From an optimization exercise on the open Yosys and OpenROAD flow, aimed at small area and a short achievable clock period; shortcuts taken in it are not production practice. Power and IR drop assume default switching activity.

==> 04-26 <==
// mac
module mac (
    input  logic clk,
    input  logic rst,
    input  logic signed [15:0] a_in,
    input  logic signed [15:0] b_in,
    input  logic acc_clear,
    output logic acc_out_valid,
    output logic signed [34:0] acc_out
);
Settings: LEC_CHECK=0, CAP_MARGIN=20, CORE_MARGIN=2, CORE_UTILIZATION=40, SETUP_SLACK_MARGIN=4.5, SLEW_MARGIN=20, SYNTH_HIERARCHICAL=1, SYNTH_MINIMUM_KEEP_SIZE=0, TNS_END_PERCENT=0; clock period 7.5 ns.
standard.sh (not shown) runs the stock make flow with config.mk's settings and CLKGATE_MAP_FILE= SYNTH_SCRIPT=/design/flow/synth_recipe.tcl, a recipe that flattens the netlist after the stock synthesis.
==> flow/flow/run.sh <==
#!/bin/bash
# Standard ORFS layout (the standard.sh, standard synthesis unchanged); the only
# difference is the cell used for the port buffers that buffer_ports inserts.
set -euo pipefail
export BUFFER_PORTS_ARGS="-buffer_cell sky130_fd_sc_hd__buf_2"
bash standard.sh > standard_flow.log 2>&1
==> 04-15: changes against 04-26 <==
--- a/flow/design.v
+++ b/flow/design.v
@@ -41,20 +41,20 @@
         if (gj == 6) assign pp6[gi] = v ^ neg_r[6];
         if (gj == 7) assign pp7[gi] = v ^ neg_r[7];
     end
 end endgenerate
 logic [34:0] acc_s;
-logic [33:0] acc_cr;
+logic [34:0] acc_cr;
 wire  [34:0] acc_c;
 logic [1:0] t;
 wire hold = acc_out_valid & ~acc_clear;
 wire [34:0] acc_in_s = acc_clear ? 35'd0 : acc_s;
 wire [34:0] acc_in_c = acc_clear ? 35'd0 : acc_c;
-assign acc_c = {acc_cr[33], acc_cr[32], acc_cr[31], acc_cr[30], acc_cr[29], acc_cr[28], acc_cr[27], acc_cr[26], acc_cr[25], acc_cr[24], acc_cr[23], acc_cr[22], acc_cr[21], acc_cr[20], acc_cr[19], acc_cr[18], acc_cr[17], acc_cr[16], acc_cr[15], acc_cr[14], acc_cr[13], acc_cr[12], acc_cr[11], acc_cr[10], acc_cr[9], acc_cr[8], acc_cr[7], acc_cr[6], acc_cr[5], acc_cr[4], acc_cr[3], acc_cr[2], acc_cr[1], acc_cr[0], 1'b0};
+assign acc_c = {acc_cr[34], acc_cr[33], acc_cr[32], acc_cr[31], acc_cr[30], acc_cr[29], acc_cr[28], acc_cr[27], acc_cr[26], acc_cr[25], acc_cr[24], acc_cr[23], acc_cr[22], acc_cr[21], acc_cr[20], acc_cr[19], acc_cr[18], acc_cr[17], acc_cr[16], acc_cr[15], acc_cr[14], acc_cr[13], acc_cr[12], acc_cr[11], acc_cr[10], acc_cr[9], acc_cr[8], acc_cr[7], acc_cr[6], acc_cr[5], acc_cr[4], acc_cr[3], acc_cr[2], acc_cr[1], acc_cr[0]};
 wire s0, c0, s1, c1, s2, c2, s3, c3, s4, c4, s5, c5, s6, c6, s7, c7, s8, c8, s9, c9, s10, c10, s11, c11, s12, c12, s13, c13, s14, c14, s15, c15, s16, c16, s17, c17, s18, c18, s19, c19, s20, c20, s21, c21, s22, c22, s23, c23, s24, c24, s25, c25, s26, c26, s27, c27, s28, c28, s29, c29, s30, c30, s31, c31, s32, c32, s33, c33, s34, c34, s35, c35, s36, c36, s37, c37, s38, c38, s39, c39, s40, c40, s41, c41, s42, c42, s43, c43, s44, c44, s45, c45, s46, c46, s47, c47, s48, c48, s49, c49, s50, c50, s51, c51, s52, c52, s53, c53, s54, c54, s55, c55, s56, c56, s57, c57, s58, c58, s59, c59, s60, c60, s61, c61, s62, c62, s63, c63, s64, c64, s65, c65, s66, c66, s67, c67, s68, c68, s69, c69, s70, c70, s71, c71, s72, c72, s73, c73, s74, c74, s75, c75, s76, c76, s77, c77, s78, c78, s79, c79, s80, c80, s81, c81, s82, c82, s83, c83, s84, c84, s85, c85, s86, c86, s87, c87, s88, c88, s89, c89, s90, c90, s91, c91, s92, c92, s93, c93, s94, c94, s95, c95, s96, c96, s97, c97, s98, c98, s99, c99, s100, c100, s101, c101, s102, c102, s103, c103, s104, c104, s105, c105, s106, c106, s107, c107, s108, c108, s109, c109, s110, c110, s111, c111, s112, c112, s113, c113, s114, c114, s115, c115, s116, c116, s117, c117, s118, c118, s119, c119, s120, c120, s121, c121, s122, c122, s123, c123, s124, c124, s125, c125, s126, c126, s127, c127, s128, c128, s129, c129, s130, c130, s131, c131, s132, c132, s133, c133, s134, c134, s135, c135, s136, c136, s137, c137, s138, c138, s139, c139, s140, c140, s141, c141, s142, c142, s143, c143, s144, c144, s145, c145, s146, c146, s147, c147, s148, c148, s149, c149, s150, c150, s151, c151, s152, c152, s153, c153;
-mac_ha u_ha0 (.a(neg_r[0]), .b(pp0[0]), .s(s0), .co(c0));
-mac_fa u_fa1 (.a(pp0[1]), .b(c0), .c(acc_in_s[1]), .s(s1), .co(c1));
+mac_fa u_fa0 (.a(neg_r[0]), .b(pp0[0]), .c(acc_in_s[0]), .s(s0), .co(c0));
+mac_fa u_fa1 (.a(pp0[1]), .b(acc_in_s[1]), .c(acc_in_c[1]), .s(s1), .co(c1));
 mac_fa u_fa2 (.a(neg_r[1]), .b(pp0[2]), .c(pp1[0]), .s(s2), .co(c2));
 mac_fa u_fa3 (.a(s2), .b(acc_in_s[2]), .c(acc_in_c[2]), .s(s3), .co(c3));
 mac_fa u_fa4 (.a(pp0[3]), .b(pp1[1]), .c(c2), .s(s4), .co(c4));
 mac_fa u_fa5 (.a(s4), .b(acc_in_s[3]), .c(acc_in_c[3]), .s(s5), .co(c5));
 mac_fa u_fa6 (.a(neg_r[2]), .b(pp0[4]), .c(pp1[2]), .s(s6), .co(c6));
@@ -203,15 +203,15 @@
 mac_fa u_fa149 (.a(acc_in_c[30]), .b(c146), .c(s148), .s(s149), .co(c149));
 mac_fa u_fa150 (.a(~acc_in_s[31]), .b(acc_in_c[31]), .c(c148), .s(s150), .co(c150));
 mac_fa u_fa151 (.a(~acc_in_s[32]), .b(acc_in_c[32]), .c(acc_in_s[31]), .s(s151), .co(c151));
 mac_fa u_fa152 (.a(~acc_in_s[33]), .b(acc_in_c[33]), .c(acc_in_s[32]), .s(s152), .co(c152));
 mac_fa u_fa153 (.a(~acc_in_s[34]), .b(acc_in_c[34]), .c(acc_in_s[33]), .s(s153), .co(c153));
-wire [34:0] rx = {c152, c151, c150, c149, c147, c145, c142, c139, c135, c131, c126, c121, c115, c109, c102, c95, c87, c79, c71, c63, c55, c48, c41, c35, c29, c24, c19, c15, c11, c8, c5, c3, c1, acc_in_c[1], s0};
-wire [34:0] ry = {s153, s152, s151, s150, s149, s147, s145, s142, s139, s135, s131, s126, s121, s115, s109, s102, s95, s87, s79, s71, s63, s55, s48, s41, s35, s29, s24, s19, s15, s11, s8, s5, s3, s1, acc_in_s[0]};
-wire [34:0] nxt_s = rx ^ ry;
-wire [34:0] nxt_c = {rx[33:0] & ry[33:0], 1'b0};
-wire [33:0] nxt_cr = {nxt_c[34], nxt_c[33], nxt_c[32], nxt_c[31], nxt_c[30], nxt_c[29], nxt_c[28], nxt_c[27], nxt_c[26], nxt_c[25], nxt_c[24], nxt_c[23], nxt_c[22], nxt_c[21], nxt_c[20], nxt_c[19], nxt_c[18], nxt_c[17], nxt_c[16], nxt_c[15], nxt_c[14], nxt_c[13], nxt_c[12], nxt_c[11], nxt_c[10], nxt_c[9], nxt_c[8], nxt_c[7], nxt_c[6], nxt_c[5], nxt_c[4], nxt_c[3], nxt_c[2], nxt_c[1]};
+wire [34:0] rx = {c152, c151, c150, c149, c147, c145, c142, c139, c135, c131, c126, c121, c115, c109, c102, c95, c87, c79, c71, c63, c55, c48, c41, c35, c29, c24, c19, c15, c11, c8, c5, c3, c1, c0, acc_in_c[0]};
+wire [34:0] ry = {s153, s152, s151, s150, s149, s147, s145, s142, s139, s135, s131, s126, s121, s115, s109, s102, s95, s87, s79, s71, s63, s55, s48, s41, s35, s29, s24, s19, s15, s11, s8, s5, s3, s1, s0};
+wire [34:0] nxt_s = rx;
+wire [34:0] nxt_c = ry;
+wire [34:0] nxt_cr = {nxt_c[34], nxt_c[33], nxt_c[32], nxt_c[31], nxt_c[30], nxt_c[29], nxt_c[28], nxt_c[27], nxt_c[26], nxt_c[25], nxt_c[24], nxt_c[23], nxt_c[22], nxt_c[21], nxt_c[20], nxt_c[19], nxt_c[18], nxt_c[17], nxt_c[16], nxt_c[15], nxt_c[14], nxt_c[13], nxt_c[12], nxt_c[11], nxt_c[10], nxt_c[9], nxt_c[8], nxt_c[7], nxt_c[6], nxt_c[5], nxt_c[4], nxt_c[3], nxt_c[2], nxt_c[1], nxt_c[0]};
 always_ff @(posedge clk) begin
     if (rst) begin
         acc_s <= '0; acc_cr <= '0; acc_out_valid <= 1'b0; t <= 2'd0;
     end else if (acc_clear) begin
         acc_s <= nxt_s; acc_cr <= nxt_cr; t <= 2'd1; acc_out_valid <= 1'b0;
==> flow/run.sh (new file) <==
#!/bin/bash
# synth_recipe.tcl (not shown) runs the flow's synth.tcl, then flattens the netlist and writes it again
# the make line also repeats each setting of config.mk as NAME=value (left out here)
make -C /OpenROAD-flow-scripts/flow DESIGN_CONFIG=/design/flow/config.mk WORK_HOME=/design/flow/orfs CLKGATE_MAP_FILE= SYNTH_SCRIPT=/design/flow/synth_recipe.tcl finish
TNS_END_PERCENT = unset   (was 0)
removed: flow/flow/run.sh
removed: flow/standard.sh
==> 01-08: changes against 04-26 <==
--- a/flow/design.v
+++ b/flow/design.v
@@ -41,20 +41,20 @@
         if (gj == 6) assign pp6[gi] = v ^ neg_r[6];
         if (gj == 7) assign pp7[gi] = v ^ neg_r[7];
     end
 end endgenerate
 logic [34:0] acc_s;
-logic [33:0] acc_cr;
+logic [34:0] acc_cr;
 wire  [34:0] acc_c;
 logic [1:0] t;
 wire hold = acc_out_valid & ~acc_clear;
 wire [34:0] acc_in_s = acc_clear ? 35'd0 : acc_s;
 wire [34:0] acc_in_c = acc_clear ? 35'd0 : acc_c;
-assign acc_c = {acc_cr[33], acc_cr[32], acc_cr[31], acc_cr[30], acc_cr[29], acc_cr[28], acc_cr[27], acc_cr[26], acc_cr[25], acc_cr[24], acc_cr[23], acc_cr[22], acc_cr[21], acc_cr[20], acc_cr[19], acc_cr[18], acc_cr[17], acc_cr[16], acc_cr[15], acc_cr[14], acc_cr[13], acc_cr[12], acc_cr[11], acc_cr[10], acc_cr[9], acc_cr[8], acc_cr[7], acc_cr[6], acc_cr[5], acc_cr[4], acc_cr[3], acc_cr[2], acc_cr[1], acc_cr[0], 1'b0};
+assign acc_c = {acc_cr[34], acc_cr[33], acc_cr[32], acc_cr[31], acc_cr[30], acc_cr[29], acc_cr[28], acc_cr[27], acc_cr[26], acc_cr[25], acc_cr[24], acc_cr[23], acc_cr[22], acc_cr[21], acc_cr[20], acc_cr[19], acc_cr[18], acc_cr[17], acc_cr[16], acc_cr[15], acc_cr[14], acc_cr[13], acc_cr[12], acc_cr[11], acc_cr[10], acc_cr[9], acc_cr[8], acc_cr[7], acc_cr[6], acc_cr[5], acc_cr[4], acc_cr[3], acc_cr[2], acc_cr[1], acc_cr[0]};
 wire s0, c0, s1, c1, s2, c2, s3, c3, s4, c4, s5, c5, s6, c6, s7, c7, s8, c8, s9, c9, s10, c10, s11, c11, s12, c12, s13, c13, s14, c14, s15, c15, s16, c16, s17, c17, s18, c18, s19, c19, s20, c20, s21, c21, s22, c22, s23, c23, s24, c24, s25, c25, s26, c26, s27, c27, s28, c28, s29, c29, s30, c30, s31, c31, s32, c32, s33, c33, s34, c34, s35, c35, s36, c36, s37, c37, s38, c38, s39, c39, s40, c40, s41, c41, s42, c42, s43, c43, s44, c44, s45, c45, s46, c46, s47, c47, s48, c48, s49, c49, s50, c50, s51, c51, s52, c52, s53, c53, s54, c54, s55, c55, s56, c56, s57, c57, s58, c58, s59, c59, s60, c60, s61, c61, s62, c62, s63, c63, s64, c64, s65, c65, s66, c66, s67, c67, s68, c68, s69, c69, s70, c70, s71, c71, s72, c72, s73, c73, s74, c74, s75, c75, s76, c76, s77, c77, s78, c78, s79, c79, s80, c80, s81, c81, s82, c82, s83, c83, s84, c84, s85, c85, s86, c86, s87, c87, s88, c88, s89, c89, s90, c90, s91, c91, s92, c92, s93, c93, s94, c94, s95, c95, s96, c96, s97, c97, s98, c98, s99, c99, s100, c100, s101, c101, s102, c102, s103, c103, s104, c104, s105, c105, s106, c106, s107, c107, s108, c108, s109, c109, s110, c110, s111, c111, s112, c112, s113, c113, s114, c114, s115, c115, s116, c116, s117, c117, s118, c118, s119, c119, s120, c120, s121, c121, s122, c122, s123, c123, s124, c124, s125, c125, s126, c126, s127, c127, s128, c128, s129, c129, s130, c130, s131, c131, s132, c132, s133, c133, s134, c134, s135, c135, s136, c136, s137, c137, s138, c138, s139, c139, s140, c140, s141, c141, s142, c142, s143, c143, s144, c144, s145, c145, s146, c146, s147, c147, s148, c148, s149, c149, s150, c150, s151, c151, s152, c152, s153, c153;
-mac_ha u_ha0 (.a(neg_r[0]), .b(pp0[0]), .s(s0), .co(c0));
-mac_fa u_fa1 (.a(pp0[1]), .b(c0), .c(acc_in_s[1]), .s(s1), .co(c1));
+mac_fa u_fa0 (.a(neg_r[0]), .b(pp0[0]), .c(acc_in_s[0]), .s(s0), .co(c0));
+mac_fa u_fa1 (.a(pp0[1]), .b(acc_in_s[1]), .c(acc_in_c[1]), .s(s1), .co(c1));
 mac_fa u_fa2 (.a(neg_r[1]), .b(pp0[2]), .c(pp1[0]), .s(s2), .co(c2));
 mac_fa u_fa3 (.a(s2), .b(acc_in_s[2]), .c(acc_in_c[2]), .s(s3), .co(c3));
 mac_fa u_fa4 (.a(pp0[3]), .b(pp1[1]), .c(c2), .s(s4), .co(c4));
 mac_fa u_fa5 (.a(s4), .b(acc_in_s[3]), .c(acc_in_c[3]), .s(s5), .co(c5));
 mac_fa u_fa6 (.a(neg_r[2]), .b(pp0[4]), .c(pp1[2]), .s(s6), .co(c6));
@@ -203,15 +203,15 @@
 mac_fa u_fa149 (.a(acc_in_c[30]), .b(c146), .c(s148), .s(s149), .co(c149));
 mac_fa u_fa150 (.a(~acc_in_s[31]), .b(acc_in_c[31]), .c(c148), .s(s150), .co(c150));
 mac_fa u_fa151 (.a(~acc_in_s[32]), .b(acc_in_c[32]), .c(acc_in_s[31]), .s(s151), .co(c151));
 mac_fa u_fa152 (.a(~acc_in_s[33]), .b(acc_in_c[33]), .c(acc_in_s[32]), .s(s152), .co(c152));
 mac_fa u_fa153 (.a(~acc_in_s[34]), .b(acc_in_c[34]), .c(acc_in_s[33]), .s(s153), .co(c153));
-wire [34:0] rx = {c152, c151, c150, c149, c147, c145, c142, c139, c135, c131, c126, c121, c115, c109, c102, c95, c87, c79, c71, c63, c55, c48, c41, c35, c29, c24, c19, c15, c11, c8, c5, c3, c1, acc_in_c[1], s0};
-wire [34:0] ry = {s153, s152, s151, s150, s149, s147, s145, s142, s139, s135, s131, s126, s121, s115, s109, s102, s95, s87, s79, s71, s63, s55, s48, s41, s35, s29, s24, s19, s15, s11, s8, s5, s3, s1, acc_in_s[0]};
-wire [34:0] nxt_s = rx ^ ry;
-wire [34:0] nxt_c = {rx[33:0] & ry[33:0], 1'b0};
-wire [33:0] nxt_cr = {nxt_c[34], nxt_c[33], nxt_c[32], nxt_c[31], nxt_c[30], nxt_c[29], nxt_c[28], nxt_c[27], nxt_c[26], nxt_c[25], nxt_c[24], nxt_c[23], nxt_c[22], nxt_c[21], nxt_c[20], nxt_c[19], nxt_c[18], nxt_c[17], nxt_c[16], nxt_c[15], nxt_c[14], nxt_c[13], nxt_c[12], nxt_c[11], nxt_c[10], nxt_c[9], nxt_c[8], nxt_c[7], nxt_c[6], nxt_c[5], nxt_c[4], nxt_c[3], nxt_c[2], nxt_c[1]};
+wire [34:0] rx = {c152, c151, c150, c149, c147, c145, c142, c139, c135, c131, c126, c121, c115, c109, c102, c95, c87, c79, c71, c63, c55, c48, c41, c35, c29, c24, c19, c15, c11, c8, c5, c3, c1, c0, acc_in_c[0]};
+wire [34:0] ry = {s153, s152, s151, s150, s149, s147, s145, s142, s139, s135, s131, s126, s121, s115, s109, s102, s95, s87, s79, s71, s63, s55, s48, s41, s35, s29, s24, s19, s15, s11, s8, s5, s3, s1, s0};
+wire [34:0] nxt_s = rx;
+wire [34:0] nxt_c = ry;
+wire [34:0] nxt_cr = {nxt_c[34], nxt_c[33], nxt_c[32], nxt_c[31], nxt_c[30], nxt_c[29], nxt_c[28], nxt_c[27], nxt_c[26], nxt_c[25], nxt_c[24], nxt_c[23], nxt_c[22], nxt_c[21], nxt_c[20], nxt_c[19], nxt_c[18], nxt_c[17], nxt_c[16], nxt_c[15], nxt_c[14], nxt_c[13], nxt_c[12], nxt_c[11], nxt_c[10], nxt_c[9], nxt_c[8], nxt_c[7], nxt_c[6], nxt_c[5], nxt_c[4], nxt_c[3], nxt_c[2], nxt_c[1], nxt_c[0]};
 always_ff @(posedge clk) begin
     if (rst) begin
         acc_s <= '0; acc_cr <= '0; acc_out_valid <= 1'b0; t <= 2'd0;
     end else if (acc_clear) begin
         acc_s <= nxt_s; acc_cr <= nxt_cr; t <= 2'd1; acc_out_valid <= 1'b0;
==> flow/run.sh (new file) <==
#!/bin/bash
# synth_recipe.tcl (not shown) runs the flow's synth.tcl, then flattens the netlist and writes it again
# the make line also repeats each setting of config.mk as NAME=value (left out here)
make -C /OpenROAD-flow-scripts/flow DESIGN_CONFIG=/design/flow/config.mk WORK_HOME=/design/flow/orfs CLKGATE_MAP_FILE= SYNTH_SCRIPT=/design/flow/synth_recipe.tcl finish
SETUP_SLACK_MARGIN = unset   (was 4.5)
TNS_END_PERCENT = unset   (was 0)
removed: flow/flow/run.sh
removed: flow/standard.sh
==> comparison <==
04-15 finished with timing, DRC and antenna clean. 01-08 completed without violations. 04-26 finished clean.
Global-route usage: 04-26 < 01-08 < 04-15.
Worst setup slack: 01-08 < 04-26 < 04-15.
Of 01-08 and 04-15, 04-15 has the higher register-to-register slack (gap 680 ps).
The highest clock power belongs to 01-08, the lowest to 04-26.
No run of this note included a check of the RTL's function; only the layout flow was run.

-- port drivers added, routing unchanged --
The results above use ideal ports. As a check the final layouts listed here were re-extracted and re-timed, cells and wires unchanged.
Step 1 (the two cells are an assumption about what drives the block):
set clk [get_ports {clk}]
set_driving_cell -lib_cell sky130_fd_sc_hd__clkbuf_16 $clk
set_driving_cell -lib_cell sky130_fd_sc_hd__buf_2 [delete_from_list [all_inputs] $clk]
Step 2 adds t to the input delays and takes it off the output delays; t is the mean of the earliest and latest rising clock arrival at the registers after step 1. Input paths then give back, and output paths get back, about the clock's delay inside the block.
a / b / c = ideal / step 1 / step 2; a / b = the first two.
run | t (ns) | setup WS [ns] | cell pins on the clock port's net
04-26 | 0.413 | 3.200 / 3.152 / 3.132 | 1
04-15 | 0.474 | 3.218 / 3.170 / 3.638 | 1
01-08 | 0.462 | 2.565 / 2.523 / 2.985 | 1
After both steps setup and hold are still met in every run listed. For 04-26, which loses most, drivers alone change the setup slack by -0.048 ns; drivers and shift together by -0.068 ns.
